Source: an optimization exercise on an open RTL-to-GDS flow (aim: small area and a short achievable clock period). Production flows keep margins and buffers that such runs may drop.
No functional check of the RTL was part of any run shown here.
No activity file was given, so power comes from the tool's default toggle rates.

==> flow/design.v, too long to show whole: its modules and the start of the top module <==
// module Decoder: 6 lines
// module DIV_UNIT: 1315 lines
// module MUL_UNIT: 1123 lines
// module LOGIC_UNIT: 8 lines
// module SHIFT_UNIT: 9 lines
// module CMP_UNIT: 10 lines
// module ALU_TOP: 62 lines
module ALU_TOP (
input  wire [15:0] A ,
input  wire [15:0] B ,
input  wire [3:0]  ALU_FUNC ,
input  wire        CLK ,
output reg  [31:0] Arith_OUT ,
output wire        Carry_OUT ,
output reg         Arith_Flag ,
output reg  [15:0] Logic_OUT ,
output reg         Logic_Flag ,
output reg  [15:0] Shift_OUT ,
output reg         Shift_Flag ,
output reg  [2:0]  CMP_OUT ,
output reg         CMP_Flag
);
  // ...
==> flow/flow/run.sh <==
#!/bin/bash
# Layout flow: the standard synthesis, then the combinational logic is
# re-mapped (full-adder polarity chosen to save inverters, other cells
# re-mapped by ABC; flip-flops untouched), proven equivalent to the standard
# netlist, and laid out by the standard flow with small port buffers.
set -euo pipefail
F=$PWD/flow
source $F/params.sh
R=$PWD/orfs/results/sky130hd/ALU_TOP/base
export LIB=$FLOW_HOME/platforms/sky130hd/lib/sky130_fd_sc_hd__tt_025C_1v80.lib
export YOSYS=$(command -v yosys || echo /OpenROAD-flow-scripts/tools/install/yosys/bin/yosys)
export YOSYS_ABC=$(command -v yosys-abc || echo $(dirname $YOSYS)/yosys-abc)

bash standard.sh synth > synth.log 2>&1
cp $R/1_2_yosys.v std_synth.v
python3 $F/fixinv.py std_synth.v fixinv1.v $SOFTEN > fixinv1.log 2>&1
RS_IN=$PWD/fixinv1.v RS_OUT=$PWD/resynth.v RS_LIB=$LIB RS_SCRIPT=$F/$ABC_SCRIPT \
  RS_DONT_USE="$(cat $F/dont_use.txt)" RS_CONSTR=$F/abc.constr \
  $YOSYS -c $F/resynth.tcl > resynth.log 2>&1
python3 $F/fixinv.py resynth.v fixinv2.v > fixinv2.log 2>&1
if bash $F/equiv.sh std_synth.v fixinv2.v $PWD/equiv > equiv.log 2>&1; then
  echo "re-mapped netlist proven equivalent" >> equiv.log
  cp fixinv2.v $R/1_2_yosys.v
  rm -f $R/1_synth.odb $R/1_synth.sdc
else
  echo "equivalence not proven: keeping the standard netlist" >> equiv.log
fi
bash standard.sh "${EXTRA[@]}" finish > layout.log 2>&1
==> flow/flow/abc.constr <==
set_driving_cell sky130_fd_sc_hd__buf_1
set_load 5
==> flow/flow/cutff.py <==
#!/usr/bin/env python3
"""cutff.py IN.v OUT.v: turn every dfxtp flip-flop into a pair of ports
(Q as input ffq_N, D as output ffd_N, N from the sorted instance names)."""
import re, sys
src = open(sys.argv[1]).read()
inst_re = re.compile(r"^\s*(sky130_fd_sc_hd__dfxtp_\w+)\s+(\\\S+\s|\S+)\s*\((.*?)\);", re.S | re.M)
ffs = []
def repl(m):
    pins = dict((p, n.strip()) for p, n in re.findall(r"\.(\w+)\(\s*(.*?)\s*\)\s*(?:,|$)", m.group(3), re.S))
    ffs.append((m.group(2).strip(), pins))
    return ""
body = inst_re.sub(repl, src)
ffs.sort()
esc = lambda s: s + " " if s.startswith("\\") else s
hdr_end = body.index(");") 
ports = ", ".join(f"ffq_{i}, ffd_{i}" for i in range(len(ffs)))
body = body[:hdr_end] + ", " + ports + body[hdr_end:]
decl = "".join(f"  input ffq_{i};\n  output ffd_{i};\n  assign {esc(p['Q'])} = ffq_{i};\n  assign ffd_{i} = {esc(p['D'])};\n" for i, (n, p) in enumerate(ffs))
k = body.rindex("endmodule")
body = body[:k] + decl + body[k:]
open(sys.argv[2], "w").write(body)
sys.stderr.write(f"cutff: {len(ffs)} flip-flops\n")
==> flow/flow/dont_use.txt <==
sky130_fd_sc_hd__probe_p_8 sky130_fd_sc_hd__probec_p_8 sky130_fd_sc_hd__lpflow_bleeder_1 sky130_fd_sc_hd__lpflow_clkbufkapwr_1 sky130_fd_sc_hd__lpflow_clkbufkapwr_16 sky130_fd_sc_hd__lpflow_clkbufkapwr_2 sky130_fd_sc_hd__lpflow_clkbufkapwr_4 sky130_fd_sc_hd__lpflow_clkbufkapwr_8 sky130_fd_sc_hd__lpflow_clkinvkapwr_1 sky130_fd_sc_hd__lpflow_clkinvkapwr_16 sky130_fd_sc_hd__lpflow_clkinvkapwr_2 sky130_fd_sc_hd__lpflow_clkinvkapwr_4 sky130_fd_sc_hd__lpflow_clkinvkapwr_8 sky130_fd_sc_hd__lpflow_decapkapwr_12 sky130_fd_sc_hd__lpflow_decapkapwr_3 sky130_fd_sc_hd__lpflow_decapkapwr_4 sky130_fd_sc_hd__lpflow_decapkapwr_6 sky130_fd_sc_hd__lpflow_decapkapwr_8 sky130_fd_sc_hd__lpflow_inputiso0n_1 sky130_fd_sc_hd__lpflow_inputiso0p_1 sky130_fd_sc_hd__lpflow_inputiso1n_1 sky130_fd_sc_hd__lpflow_inputiso1p_1 sky130_fd_sc_hd__lpflow_inputisolatch_1 sky130_fd_sc_hd__lpflow_isobufsrc_1 sky130_fd_sc_hd__lpflow_isobufsrc_16 sky130_fd_sc_hd__lpflow_isobufsrc_2 sky130_fd_sc_hd__lpflow_isobufsrc_4 sky130_fd_sc_hd__lpflow_isobufsrc_8 sky130_fd_sc_hd__lpflow_isobufsrckapwr_16 sky130_fd_sc_hd__lpflow_lsbuf_lh_hl_isowell_tap_1 sky130_fd_sc_hd__lpflow_lsbuf_lh_hl_isowell_tap_2 sky130_fd_sc_hd__lpflow_lsbuf_lh_hl_isowell_tap_4 sky130_fd_sc_hd__lpflow_lsbuf_lh_isowell_4 sky130_fd_sc_hd__lpflow_lsbuf_lh_isowell_tap_1 sky130_fd_sc_hd__lpflow_lsbuf_lh_isowell_tap_2 sky130_fd_sc_hd__lpflow_lsbuf_lh_isowell_tap_4
==> flow/flow/equiv.sh <==
#!/bin/bash
# equiv.sh GOLD.v GATE.v DIR: prove two sky130 netlists with the same flip-flops equivalent
set -u
T=$3; mkdir -p $T
F=$(dirname "$0")
python3 $F/cutff.py $1 $T/gold.v && python3 $F/cutff.py $2 $T/gate.v || exit 1
cat > $T/eq.ys <<EOT
read_liberty -ignore_miss_func $LIB
read_verilog -noblackbox $T/gold.v
rename ALU_TOP gold
read_verilog -noblackbox $T/gate.v
rename ALU_TOP gate
flatten gold gate
miter -equiv -flatten gold gate miter
hierarchy -top miter
flatten
techmap
aigmap
opt_clean
write_aiger -zinit $T/miter.aig
EOT
$YOSYS $T/eq.ys > $T/eq_yosys.log 2>&1 || exit 1
$YOSYS_ABC -c "read $T/miter.aig; strash; print_stats; iprove" > $T/eq_abc.log 2>&1
grep -q "^UNSATISFIABLE" $T/eq_abc.log
==> flow/flow/fixinv.py <==
#!/usr/bin/env python3
"""Re-choose the polarity of sky130 full adders in a Yosys netlist to need
fewer inverters.

A full adder is self-dual: FA(~a,~b,~c) = (~sum, ~cout).  Each fa cell may be
used in either polarity; a local search picks the polarities that need the
fewest inverters, then every inv_1 (except ones driving ports) is rebuilt:
at most one inverter per signal.  The logic function is unchanged and
flip-flops are not touched.
Usage: fixinv.py IN.v OUT.v
"""
import re, sys, random

OUTPINS = {"X", "Y", "Q", "Q_N", "SUM", "COUT", "HI", "LO"}
INV = "sky130_fd_sc_hd__inv_1"
FA = "sky130_fd_sc_hd__fa_1"

src = open(sys.argv[1]).read()
m = re.search(r"^\s*sky130_fd_sc_hd__\w+\s", src, re.M)
head = src[:m.start()]
body = src[m.start():src.rindex("endmodule")]
if re.search(r"^\s*assign\s", body, re.M):
    sys.exit("fixinv: assign statements in the cell list are not handled")
inst_re = re.compile(r"(sky130_fd_sc_hd__\w+)\s+(\\\S+\s|\S+)\s*\((.*?)\);", re.S)
pin_re = re.compile(r"\.(\w+)\(\s*(.*?)\s*\)\s*(?:,|$)", re.S)
insts = {}
for t, n, pins in inst_re.findall(body):
    insts[n.strip()] = [t, {p: net.strip() for p, net in pin_re.findall(pins)}]
ports = set()
for d, rng, names in re.findall(r"^\s*(input|output|inout)\s+(\[[^\]]+\]\s+)?([^;]+);", head, re.M):
    for nm in names.split(","):
        nm = nm.strip()
        ports.add(nm)
        if rng:
            hi, lo = map(int, re.findall(r"-?\d+", rng))
            for i in range(min(hi, lo), max(hi, lo) + 1):
                ports.add(f"{nm}[{i}]")

drv = {}
for n, (t, pins) in insts.items():
    for p, net in pins.items():
        if p in OUTPINS:
            drv[net] = (n, p)
# inverters that may be rebuilt: inv_1 not driving a port
free_inv = {n for n, (t, pins) in insts.items() if t == INV and pins["Y"] not in ports}
def base_of(net):
    par = 0
    seen = 0
    while net in drv and drv[net][0] in free_inv and seen < 100:
        net = insts[drv[net][0]][1]["A"]
        par ^= 1
        seen += 1
    return net, par
fas = [n for n, (t, _) in insts.items() if t == FA]
fa_idx = {n: i for i, n in enumerate(fas)}
# source variable of each base signal
src_var = {}
for n in fas:
    for p in ("SUM", "COUT"):
        src_var[insts[n][1][p]] = fa_idx[n]
# fas whose outputs reach ports keep their polarity
fixed = set()
# consumers: list of (base, parity, fa index or None, inst, pin)
cons = {}
for n, (t, pins) in insts.items():
    if n in free_inv:
        continue
    for p, net in pins.items():
        if p in OUTPINS:
            continue
        b, par = base_of(net)
        v = fa_idx[n] if t == FA else None
        cons.setdefault(b, []).append((par, v, n, p))
for net in ports:
    if net in drv or net in src_var:
        b, par = base_of(net)
        if b in src_var:
            fixed.add(src_var[b])
x = [0] * len(fas)
def sig_cost(b):
    sp = x[src_var[b]] if b in src_var else 0
    for par, v, _, _ in cons.get(b, ()):
        w = par ^ (x[v] if v is not None else 0)
        if w != sp:
            return 1
    return 0
# signals touched by each fa
touch = [set() for _ in fas]
for b, cl in cons.items():
    for _, v, _, _ in cl:
        if v is not None:
            touch[v].add(b)
for b, v in src_var.items():
    touch[v].add(b)
def total():
    return sum(sig_cost(b) for b in cons)
start = total()
best_x, best = list(x), start
cur = start
rng = random.Random(1)
T = 1.0
for step in range(200000 if fas else 0):
    i = rng.randrange(len(fas))
    if i in fixed:
        continue
    before = sum(sig_cost(b) for b in touch[i])
    x[i] ^= 1
    d = sum(sig_cost(b) for b in touch[i]) - before
    if d <= 0 or rng.random() < pow(2.718, -d / T):
        cur += d
        if cur < best:
            best, best_x = cur, list(x)
    else:
        x[i] ^= 1
    T = max(0.05, T * 0.99997)
x = best_x
sys.stderr.write(f"fixinv: signals needing an inverter {start} -> {total()} "
                 f"({sum(x)} of {len(fas)} full adders flipped; {len(free_inv)} inverters before)\n")
# rebuild
for n in free_inv:
    del insts[n]
cnt = [0]
inv_net = {}
new_wires = []
for b, cl in cons.items():
    sp = x[src_var[b]] if b in src_var else 0
    for par, v, n, p in cl:
        w = par ^ (x[v] if v is not None else 0)
        if w == sp:
            insts[n][1][p] = b
        else:
            if b not in inv_net:
                cnt[0] += 1
                y = f"_fixinv_n{cnt[0]}_"
                new_wires.append(y)
                insts[f"_fixinv_i{cnt[0]}_"] = [INV, {"A": b, "Y": y}]
                inv_net[b] = y
            insts[n][1][p] = inv_net[b]
sys.stderr.write(f"fixinv: inverters now {sum(1 for t, _ in insts.values() if t == INV)}\n")
SOFT = "--soften" in sys.argv
soft_def = ""
if SOFT:
    # full adders whose carry feeds logic other than full adders are handed
    # back to ABC (as plain logic) so it can restructure those paths
    drv2, loads2 = {}, {}
    for n, (t, pins) in insts.items():
        for p, net in pins.items():
            if p in OUTPINS: drv2[net] = n
            else: loads2.setdefault(net, []).append(n)
    def fa_only(net):
        for ln in loads2.get(net, []):
            t = insts[ln][0]
            if t == FA: continue
            if t == INV and all(insts[l2][0] == FA for l2 in loads2.get(insts[ln][1]["Y"], [])): continue
            return False
        return True
    nsoft = 0
    for n, (t, pins) in list(insts.items()):
        if t == FA and ("--soften-all" in sys.argv or not fa_only(pins["COUT"])
                        or ("--soften-sum" in sys.argv and not fa_only(pins["SUM"]))):
            insts[n][0] = "fa_soft"; nsoft += 1
    sys.stderr.write(f"fixinv: {nsoft} full adders handed back as logic\n")
    soft_def = """
module fa_soft (A, B, CIN, SUM, COUT);
  input A, B, CIN;
  output SUM, COUT;
  assign SUM = A ^ B ^ CIN;
  assign COUT = (A & B) | (A & CIN) | (B & CIN);
endmodule
"""
out = [head.rstrip("\n") + "\n"]
for w in new_wires:
    out.append(f"  wire {w};\n")
for n, (t, pins) in insts.items():
    esc = lambda s: s + " " if s.startswith("\\") else s
    pl = ",\n".join(f"    .{p}({esc(net)})" for p, net in pins.items())
    out.append(f"  {t} {esc(n)} (\n{pl}\n  );\n")
out.append("endmodule\n")
out.append(soft_def)
open(sys.argv[2], "w").write("".join(out))
==> flow/flow/params.sh <==
ABC_SCRIPT=resynth.abc
SOFTEN="--soften"
EXTRA=("BUFFER_PORTS_ARGS=-buffer_cell sky130_fd_sc_hd__buf_1")
==> flow/flow/resynth.abc <==
strash
dc2
dch
map -B 0.9
topo
stime -c
upsize -c
dnsize -c
==> flow/flow/resynth.tcl <==
# Re-map the combinational logic of a synthesized sky130 netlist with ABC.
# Full adders, flip-flops and tie cells stay as they are; every other cell is
# dissolved into its logic function and mapped again.
# env: RS_IN, RS_OUT, RS_LIB, RS_SCRIPT, RS_DONT_USE, RS_CONSTR
yosys -import
set lib $::env(RS_LIB)
read_liberty -ignore_miss_func $lib
read_verilog -noblackbox $::env(RS_IN)
hierarchy -top ALU_TOP
set keep {sky130_fd_sc_hd__fa_1 sky130_fd_sc_hd__dfxtp_1 sky130_fd_sc_hd__conb_1}
foreach c $keep { catch { setattr -mod -set keep_hierarchy 1 $c } }
flatten
foreach c $keep { catch { blackbox $c } }
techmap
opt -fast
opt_clean -purge
set dont {}
foreach c $::env(RS_DONT_USE) { lappend dont -dont_use $c }
abc -liberty $lib {*}$dont -script $::env(RS_SCRIPT) -constr $::env(RS_CONSTR)
opt_clean -purge
hilomap -singleton -hicell sky130_fd_sc_hd__conb_1 HI -locell sky130_fd_sc_hd__conb_1 LO
splitnets
opt_clean -purge
insbuf -buf sky130_fd_sc_hd__buf_2 A X
opt_clean -purge
stat -liberty $lib
write_verilog -noattr -noexpr -nohex -nodec -selected $::env(RS_OUT)
==> flow/standard.sh <==
#!/bin/bash
# synth_recipe.tcl (not shown) runs the flow's synth.tcl, then flattens the netlist and writes it again
# the make line also repeats each setting of config.mk as NAME=value (left out here)
make -C /OpenROAD-flow-scripts/flow DESIGN_CONFIG=/design/flow/config.mk WORK_HOME=/design/flow/orfs CLKGATE_MAP_FILE= SYNTH_SCRIPT=/design/flow/synth_recipe.tcl "${@:-finish}"
==> flow/config.mk <==
export PLATFORM = sky130hd
export DESIGN_NAME = ALU_TOP
export DESIGN_NICKNAME = ALU_TOP
export VERILOG_FILES = /design/flow/design.v
export SDC_FILE = /design/flow/constraint.sdc
export NUM_CORES = 4
export LEC_CHECK = 0
export ABC_AREA = 1
export CAP_MARGIN = 20
export CORE_MARGIN = 2
export CORE_UTILIZATION = 40
export SLEW_MARGIN = 20
==> flow/constraint.sdc <==
create_clock -name core_clock -period 105.0 [get_ports {CLK}]
set_input_delay 21.0000 -clock core_clock [delete_from_list [all_inputs] [get_ports {CLK}]]
set_output_delay 21.0000 -clock core_clock [all_outputs]
set_load 0.01 [all_outputs]
==> results.txt, run 1 <==
Status:
- The flow ran to the end and the layout has no timing, DRC or antenna violations.

Pwr:
- Across the VDD grid, the largest voltage drop is 0.01472 mV.
- The combinational power share is 79.7%.
- In this run the power spent charging and discharging nets is 0.1777 mW.

Placement:
- The detailed placer's ending HPWL is 51,100 µm.
- The worst slack at placement is 68.32 ns.

CTS:
- The number of levels in the clock H-tree is 3.
- In this run, post-CTS repair resized a total of 0 instances.
- Buffers inserted to repair hold after CTS numbered 0.

Timing:
- The final worst slack is 68.22 ns.
- Setup violations remaining at the end of the flow were counted as 0.
- Headroom to the max-slew limit came out at 26.89%.
- After layout, the minimum clock period comes to 36.78 ns.

Floorplanning:
- The number of tap cells inserted is 511.
- The die height is 200.2 µm.

Cells and area:
- The clock-cell share of area is 1.740%.
- Among all cell classes, the greatest summed area belongs to multi-input gates.
- The share of final-layout standard cells stronger than drive strength 1 is 8.642%.
- The flip-flop count of the largest register after layout is 32.
- Leaving out fill and tap cells, the most frequent cell in the layout is sky130_fd_sc_hd__nand2_1.
- The count of non-CTS buffers in the layout is 167.
- The post-route core utilization is 45.53%.
- The count of clock buffers in the final design is 10.
- The fraction of cell area in non-clock buffers is 4.993%.
- The multi-input combinational cell area is 12,720 µm².

GRT:
- The total track usage is 33.91%.
- The met1 usage in global routing is 46.58%.

Drt:
- The detailed router used layers up to and including met5.
- The final route contains 18,464 vias.
- Dividing the detail-routed via count by the number of cells gives 5.841.
- The routed design has 68,940 µm of wire.

Hold path:
- The count of cells along the worst hold path is 2.
- The min-delay analysis places its worst path in the category in2reg.

Worst setup path:
- The critical-path maximum fanout is 27.
- STA classifies the critical path endpoint as a register.
- In this run the number of cells on the critical path is 119.

Logic synthesis:
- The synthesized instance count is 2,469.
==> run 2, diff against run 1 <==
--- a/flow/design.v
+++ b/flow/design.v
@@ -75,17 +75,20 @@
 wire s7_3_p1 = ~(p7[1] ^ b3[1]);
 wire s7_3_g0_1 = s7_3_g1 | (s7_3_p1 & s7_3_g0);
 wire s7_3_p0_1 = s7_3_p1 & s7_3_p0;
 wire [1:0] d7_3 = {p7[1] ^ b3[1] ^ s7_3_g0, p7[0] ^ b3[0] ^ 1'b0};
 wire [1:0] c7_3 = {s7_3_g0, 1'b0};
 wire ge7_3 = fit7_3 & ~s7_3_g0_1;
 assign Q[15] = ge7_2;
 assign Q[14] = ge7_3 | (ge7_1 & ~ge7_2);
-wire [15:0] r7 = {ge7_3 ? d7_3 : ge7_2 ? d7_2 : ge7_1 ? d7_1 : p7, r8[13:0]};
+wire sel7_3 = ge7_3;
+wire sel7_2 = ge7_2 & ~ge7_3;
+wire sel7_1 = ge7_1 & ~ge7_2;
+wire [15:0] r7 = {p7[1] ^ ((sel7_1 & (b1[1] ^ c7_1[1])) | (sel7_2 & (b2[1] ^ c7_2[1])) | (sel7_3 & (b3[1] ^ c7_3[1]))), p7[0] ^ ((sel7_1 & (b1[0] ^ c7_1[0])) | (sel7_2 & (b2[0] ^ c7_2[0])) | (sel7_3 & (b3[0] ^ c7_3[0]))), r8[13:0]};
 wire [3:0] p6 = r7[15:12];
 wire fit6_1 = (B <= 16'd15);
 wire fit6_2 = (B <= 16'd7);
 wire fit6_3 = (B <= 16'd5);
 wire s6_1_g0 = ~p6[0] & b1[0];
 wire s6_1_g1 = ~p6[1] & b1[1];
 wire s6_1_g2 = ~p6[2] & b1[2];
 wire s6_1_g3 = ~p6[3] & b1[3];
@@ -139,17 +142,20 @@
 wire s6_3_p1_2 = s6_3_p2 & s6_3_p0_1;
 wire s6_3_g1_3 = s6_3_g0_3 | (s6_3_p0_3 & s6_3_g0_1);
 wire s6_3_p1_3 = s6_3_p0_3 & s6_3_p0_1;
 wire [3:0] d6_3 = {p6[3] ^ b3[3] ^ s6_3_g1_2, p6[2] ^ b3[2] ^ s6_3_g0_1, p6[1] ^ b3[1] ^ s6_3_g0, p6[0] ^ b3[0] ^ 1'b0};
 wire [3:0] c6_3 = {s6_3_g1_2, s6_3_g0_1, s6_3_g0, 1'b0};
 wire ge6_3 = fit6_3 & ~s6_3_g1_3;
 assign Q[13] = ge6_2;
 assign Q[12] = ge6_3 | (ge6_1 & ~ge6_2);
-wire [15:0] r6 = {ge6_3 ? d6_3 : ge6_2 ? d6_2 : ge6_1 ? d6_1 : p6, r7[11:0]};
+wire sel6_3 = ge6_3;
+wire sel6_2 = ge6_2 & ~ge6_3;
+wire sel6_1 = ge6_1 & ~ge6_2;
+wire [15:0] r6 = {p6[3] ^ ((sel6_1 & (b1[3] ^ c6_1[3])) | (sel6_2 & (b2[3] ^ c6_2[3])) | (sel6_3 & (b3[3] ^ c6_3[3]))), p6[2] ^ ((sel6_1 & (b1[2] ^ c6_1[2])) | (sel6_2 & (b2[2] ^ c6_2[2])) | (sel6_3 & (b3[2] ^ c6_3[2]))), p6[1] ^ ((sel6_1 & (b1[1] ^ c6_1[1])) | (sel6_2 & (b2[1] ^ c6_2[1])) | (sel6_3 & (b3[1] ^ c6_3[1]))), p6[0] ^ ((sel6_1 & (b1[0] ^ c6_1[0])) | (sel6_2 & (b2[0] ^ c6_2[0])) | (sel6_3 & (b3[0] ^ c6_3[0]))), r7[11:0]};
 wire [5:0] p5 = r6[15:10];
 wire fit5_1 = (B <= 16'd63);
 wire fit5_2 = (B <= 16'd31);
 wire fit5_3 = (B <= 16'd21);
 wire s5_1_g0 = ~p5[0] & b1[0];
 wire s5_1_g1 = ~p5[1] & b1[1];
 wire s5_1_g2 = ~p5[2] & b1[2];
 wire s5_1_g3 = ~p5[3] & b1[3];
@@ -233,17 +239,20 @@
 wire s5_3_p2_4 = s5_3_p4 & s5_3_p1_3;
 wire s5_3_g2_5 = s5_3_g0_5 | (s5_3_p0_5 & s5_3_g1_3);
 wire s5_3_p2_5 = s5_3_p0_5 & s5_3_p1_3;
 wire [5:0] d5_3 = {p5[5] ^ b3[5] ^ s5_3_g2_4, p5[4] ^ b3[4] ^ s5_3_g1_3, p5[3] ^ b3[3] ^ s5_3_g1_2, p5[2] ^ b3[2] ^ s5_3_g0_1, p5[1] ^ b3[1] ^ s5_3_g0, p5[0] ^ b3[0] ^ 1'b0};
 wire [5:0] c5_3 = {s5_3_g2_4, s5_3_g1_3, s5_3_g1_2, s5_3_g0_1, s5_3_g0, 1'b0};
 wire ge5_3 = fit5_3 & ~s5_3_g2_5;
 assign Q[11] = ge5_2;
 assign Q[10] = ge5_3 | (ge5_1 & ~ge5_2);
-wire [15:0] r5 = {ge5_3 ? d5_3 : ge5_2 ? d5_2 : ge5_1 ? d5_1 : p5, r6[9:0]};
+wire sel5_3 = ge5_3;
+wire sel5_2 = ge5_2 & ~ge5_3;
+wire sel5_1 = ge5_1 & ~ge5_2;
+wire [15:0] r5 = {p5[5] ^ ((sel5_1 & (b1[5] ^ c5_1[5])) | (sel5_2 & (b2[5] ^ c5_2[5])) | (sel5_3 & (b3[5] ^ c5_3[5]))), p5[4] ^ ((sel5_1 & (b1[4] ^ c5_1[4])) | (sel5_2 & (b2[4] ^ c5_2[4])) | (sel5_3 & (b3[4] ^ c5_3[4]))), p5[3] ^ ((sel5_1 & (b1[3] ^ c5_1[3])) | (sel5_2 & (b2[3] ^ c5_2[3])) | (sel5_3 & (b3[3] ^ c5_3[3]))), p5[2] ^ ((sel5_1 & (b1[2] ^ c5_1[2])) | (sel5_2 & (b2[2] ^ c5_2[2])) | (sel5_3 & (b3[2] ^ c5_3[2]))), p5[1] ^ ((sel5_1 & (b1[1] ^ c5_1[1])) | (sel5_2 & (b2[1] ^ c5_2[1])) | (sel5_3 & (b3[1] ^ c5_3[1]))), p5[0] ^ ((sel5_1 & (b1[0] ^ c5_1[0])) | (sel5_2 & (b2[0] ^ c5_2[0])) | (sel5_3 & (b3[0] ^ c5_3[0]))), r6[9:0]};
 wire [7:0] p4 = r5[15:8];
 wire fit4_1 = (B <= 16'd255);
 wire fit4_2 = (B <= 16'd127);
 wire fit4_3 = (B <= 16'd85);
 wire s4_1_g0 = ~p4[0] & b1[0];
 wire s4_1_g1 = ~p4[1] & b1[1];
 wire s4_1_g2 = ~p4[2] & b1[2];
 wire s4_1_g3 = ~p4[3] & b1[3];
==> run 2 against run 1 <==
- core utilization decreased by 0.30 points
- non-clock buffer count unchanged
- global-route usage increased by 0.86 points
- sequential share of layout area increased by 0.33 points
- final cell count decreased by 3.5%
- total power decreased by 2.1%
- via count decreased by 3.0%
- clock-buffer cell count unchanged
- clock power about the same
==> results.txt, run 2 <==
Cells and area:
- The commonest non-fill, non-tap cell in the layout is sky130_fd_sc_hd__nand2_1 (unchanged).
- The register with the most flip-flops is Arith_OUT (unchanged).
- The flip-flop count of the largest register after layout is 32 (unchanged).
- The number of nets in the layout is 2,742 (was 2,809).
- The number of fillers in the final layout is 3,926 (was 4,146).
- Top flop regs: Arith_OUT (32), Logic_OUT (16), Shift_OUT (16) (unchanged).
- Most frequent cells in the layout: 703 x sky130_fd_sc_hd__nand2_1, 307 x sky130_fd_sc_hd__nand3_1, 255 x sky130_fd_sc_hd__clkinv_1, 176 x sky130_fd_sc_hd__nor2_1, 172 x sky130_fd_sc_hd__xor2_1 (was 673 x sky130_fd_sc_hd__nand2_1, 279 x sky130_fd_sc_hd__nand3_1, 266 x sky130_fd_sc_hd__clkinv_1, 188 x sky130_fd_sc_hd__xor2_1, 176 x sky130_fd_sc_hd__nor2_1).
- The diode insertion count for antenna repair is 0 (unchanged).
- The share of final-layout standard cells stronger than drive strength 1 was 6.468% (was 8.642%).
- The sequential standard cell area is 1401 µm² (unchanged).
- The layout-stage area growth over the synthesis result is 11.80% (was 11.63%).
- The number of standard cells in the layout, taps in and fillers out is 3,050 (was 3,161).
- The multi-input combinational cell area was 12,210 µm² (was 12,720 µm²).

Worst setup path:
- The kind of critical path is in2reg (unchanged).
- The required time of the worst setup path was 105.29 ns (about the same).
- The delay of the slowest cell on the worst path came to 1.00 ns (was 0.63 ns).
- The critical-path cell with the highest stage delay is sky130_fd_sc_hd__fa_1 (was sky130_fd_sc_hd__inv_2).
- The cell repeated most along the worst path is sky130_fd_sc_hd__nand2_1 (unchanged).
- The element type at the critical path start was a primary input (unchanged).
- The arrival time of data at the critical path endpoint is 38.14 ns (was 37.08 ns).
- The kind of end point of the critical path is a register (unchanged).
- The critical-path maximum fanout came to 19 (was 27).

Logic synthesis:
- The number of synthesis warnings is 1 (unchanged).
- The total nets after synthesis was 2,566 (was 2,633).
- The synthesized instance count is 2,401 (was 2,469).
- The combined area of all synthesized cells came to 14,780 µm² (was 15,400 µm²).
- The post-synthesis area per instance is 6.154 µm² (was 6.237 µm²).

Placement:
- The worst slack at placement came to 67.36 ns (was 68.32 ns).
- The detailed placer's ending HPWL was 50,580 µm (was 51,100 µm).
- The quantity of I/O buffers inserted on ports was 107 (unchanged).
- The final RePlAce weighted congestion is 0.9880 (was 1.002).
- The number of placed instances, taps included was 3,034 (was 3,145).

GRT:
- The total track usage is 34.77% (was 33.91%).
- The maximum number of pins on one net before global-route repair is 41 (was 67).
- The final global-route overflow total was 0 (unchanged).
- The global-route wire length before repair is 101,300 µm (was 104,800 µm).
- The initial antenna violation count is 0 (was 1).
- The number of global-route vias before repair came to 17,035 (was 17,352).

Floorplanning:
- The horizontal extent of the die is 196.2 µm (was 200.2 µm).
- The die footprint is 38,490 µm² (was 40,080 µm²).
- The core footprint is 36,520 µm² (was 37,760 µm²).
- The top-level port count is 109 (unchanged).
- The row count is 70 (was 71).
- The die height came to 196.2 µm (was 200.2 µm).
- The effective utilization at floorplan is 40.46% (was 40.79%).

CTS:
- The buffer cell driving the clock tree root was sky130_fd_sc_hd__clkbuf_16 (unchanged).
- The maximum count of clock buffers along a single path is 2 (unchanged).
- The number of clock sinks is 70 (unchanged).
- The number of CTS-inserted buffers is 9 (unchanged).
- The post-CTS setup buffer count is 0 (unchanged).
- The number of instances resized during post-cts repair is 0 (unchanged).
- The number of levels in the clock H-tree was 3 (unchanged).
- The number of buffers inserted for hold repair after clock tree synthesis is 0 (unchanged).
- The clock tree from TritonCTS was done (unchanged).
- The clock transition at the registers of the reported paths came to 0.06 ns (was 0.07 ns).

Drt:
- The routed via count divided by cell count is 5.873 (was 5.841).
- The initial DRC count is 1,800 (was 2,251).
- The average wire per standard cell is 21.94 µm (was 21.81 µm).
- The number of nets with antenna violations after detailed routing is 0 (unchanged).
- The detailed-route via count is 17,912 (was 18,464).
- The final wirelength is 66,920 µm (was 68,940 µm).
- The length of the first detailed-routing pass in iterations was 6 (unchanged).
- The number of remaining DRC errors is 0 (unchanged).

Timing:
- The actual slew at the worst max-slew pin is 1.014 ns (was 1.093 ns).
- The worst relative slew slack came to 32.42% (was 26.89%).
- The total setup violations reported at the end of the flow was 0 (unchanged).
- The final-layout worst hold slack was 20.96 ns (was 20.93 ns).
- The final worst slack is 67.16 ns (was 68.22 ns).
- Unrepaired setup endpoints after global routing: false (unchanged).
- The final number of hold-violating endpoints is 0 (unchanged).
- The final number of max-transition violations was 0 (unchanged).
- The highest achievable clock rate is 0.02643 GHz (was 0.02719 GHz).
- The share of the clock period used by the worst path after layout is 36.04% (was 35.03%).
- The aggregate negative setup slack is 0 ns (unchanged).
- The time the final worst path needs with I/O delays and setup is 37.84 ns (was 36.78 ns).

Hold path:
- The count of cells along the worst hold path is 3 (was 2).
- The capture endpoint of the worst hold path is CMP_Flag$_DFF_P_ (unchanged).
- The startpoint of the most critical hold path is ALU_FUNC[3] (was ALU_FUNC[2]).
- The worst hold path class is in2reg (unchanged).

Pwr:
- The cell area power density is 18.92 nW/µm² (was 18.58 nW/µm²).
- The maximum VDD drop was 0.01348 mV (was 0.01472 mV).
- The total chip power was 0.3126 mW (was 0.3193 mW).
- The reported leakage power was 7.190 nW (was 7.443 nW).

Status:
- Outcome: finished clean (unchanged).

Run:
- The number of maximum-capacitance constraint violations is 0 (unchanged).
-- run 2: cell types whose count changed in the layout (fill, tap and decap cells not counted), sizes merged, moves of 10 or more --
cell / previous run / this run
or2: 28 / 17
nand2: 703 / 717
xor2: 193 / 173
o211ai: 13 / 2
nand3: 296 / 314
o22ai: 145 / 155
a21oi: 124 / 100
inv: 64 / 46
-- run 2: metrics by stage --
step / utilization (%) / area (µm²)
floorplan: - / 14780
global placement: 44.39 / 16210
detailed placement: 44.39 / 16210
CTS: 45.23 / 16520
global route: 45.23 / 16520
finish: 45.23 / 16520
-- run 2: final cells by class --
type                       instances  area share [%]
clock inverter                     6          0.4166
timing repair buffer             167           5.181
multi-input combinational       2028           73.90
clock buffer                      10           1.447
tap                              468           3.545
inverter                         301           7.029
sequential                        70           8.484
-- run 2: power by group --
part           leakage (nW)  switching, mW  internal, mW
sequential            0.574       0.000894        0.0302
combinational          6.47          0.158        0.0897
clock                 0.149         0.0143        0.0192
-- run 2: metal layers --
layer,GRT usage [%],up-vias,share of wire (%),wire [µm]
met3,7.530,185,9.7,6503
met4,15.26,0,4.6,3086
met2,56.10,985,44,29590
met5,0,-,0,0
met1,44.77,8356,41,27740
li1,-,8386,-,-
-- run 2: how the worst max path moves through the flow --
stage	end	cells after the start	start
after floorplan	Arith_OUT[0]$_SDFF_PN0_	121	B[3]
after global placement	Arith_OUT[0]$_SDFF_PN0_	124	B[2]
after detailed placement	Arith_OUT[0]$_SDFF_PN0_	126	B[2]
after CTS	Arith_OUT[0]$_SDFF_PN0_	126	B[2]
after global routing	Arith_OUT[0]$_SDFF_PN0_	127	B[2]
final	Arith_OUT[0]$_SDFF_PN0_	124	B[2]
-- run 2: worst max-delay path: cells and delay by family --
kind                     cells  cell delay [ns]
XOR/XNOR                     1             0.47
AND/OR/NAND/NOR            109            12.87
buffers and inverters       10             2.15
adder cells (fa/ha/maj)      1             1.00
AO/OA/AOI/OAI                3             0.55

[static timing again, ports no longer ideal]
In the flow no input, the clock included, has a driving cell. The finished layouts below were timed again as built, in two steps.
Step 1 sets driving cells, clkbuf_16 on the clock port and buf_2 on the other inputs (assumed; they add their load-dependent delay and slew).
Step 2, shift: input delay + t, output delay - t, t = (earliest + latest rising clock arrival at the registers) / 2. This alone moves slack from input paths to output paths.
Slacks: ideal / step 1 / step 2; pairs: ideal / step 1.
| run | t, ns | setup slack, ns | pins driven straight from the clock port |
|---|---|---|---|
| run 1 | 0.426 | 68.217 / 68.251 / 67.824 | 1 |
| run 2 | 0.434 | 67.157 / 67.192 / 66.758 | 1 |
After both steps every run listed still meets setup and hold. For run 2, which loses most, drivers alone change the setup slack by +0.035 ns; drivers and shift together by -0.399 ns.
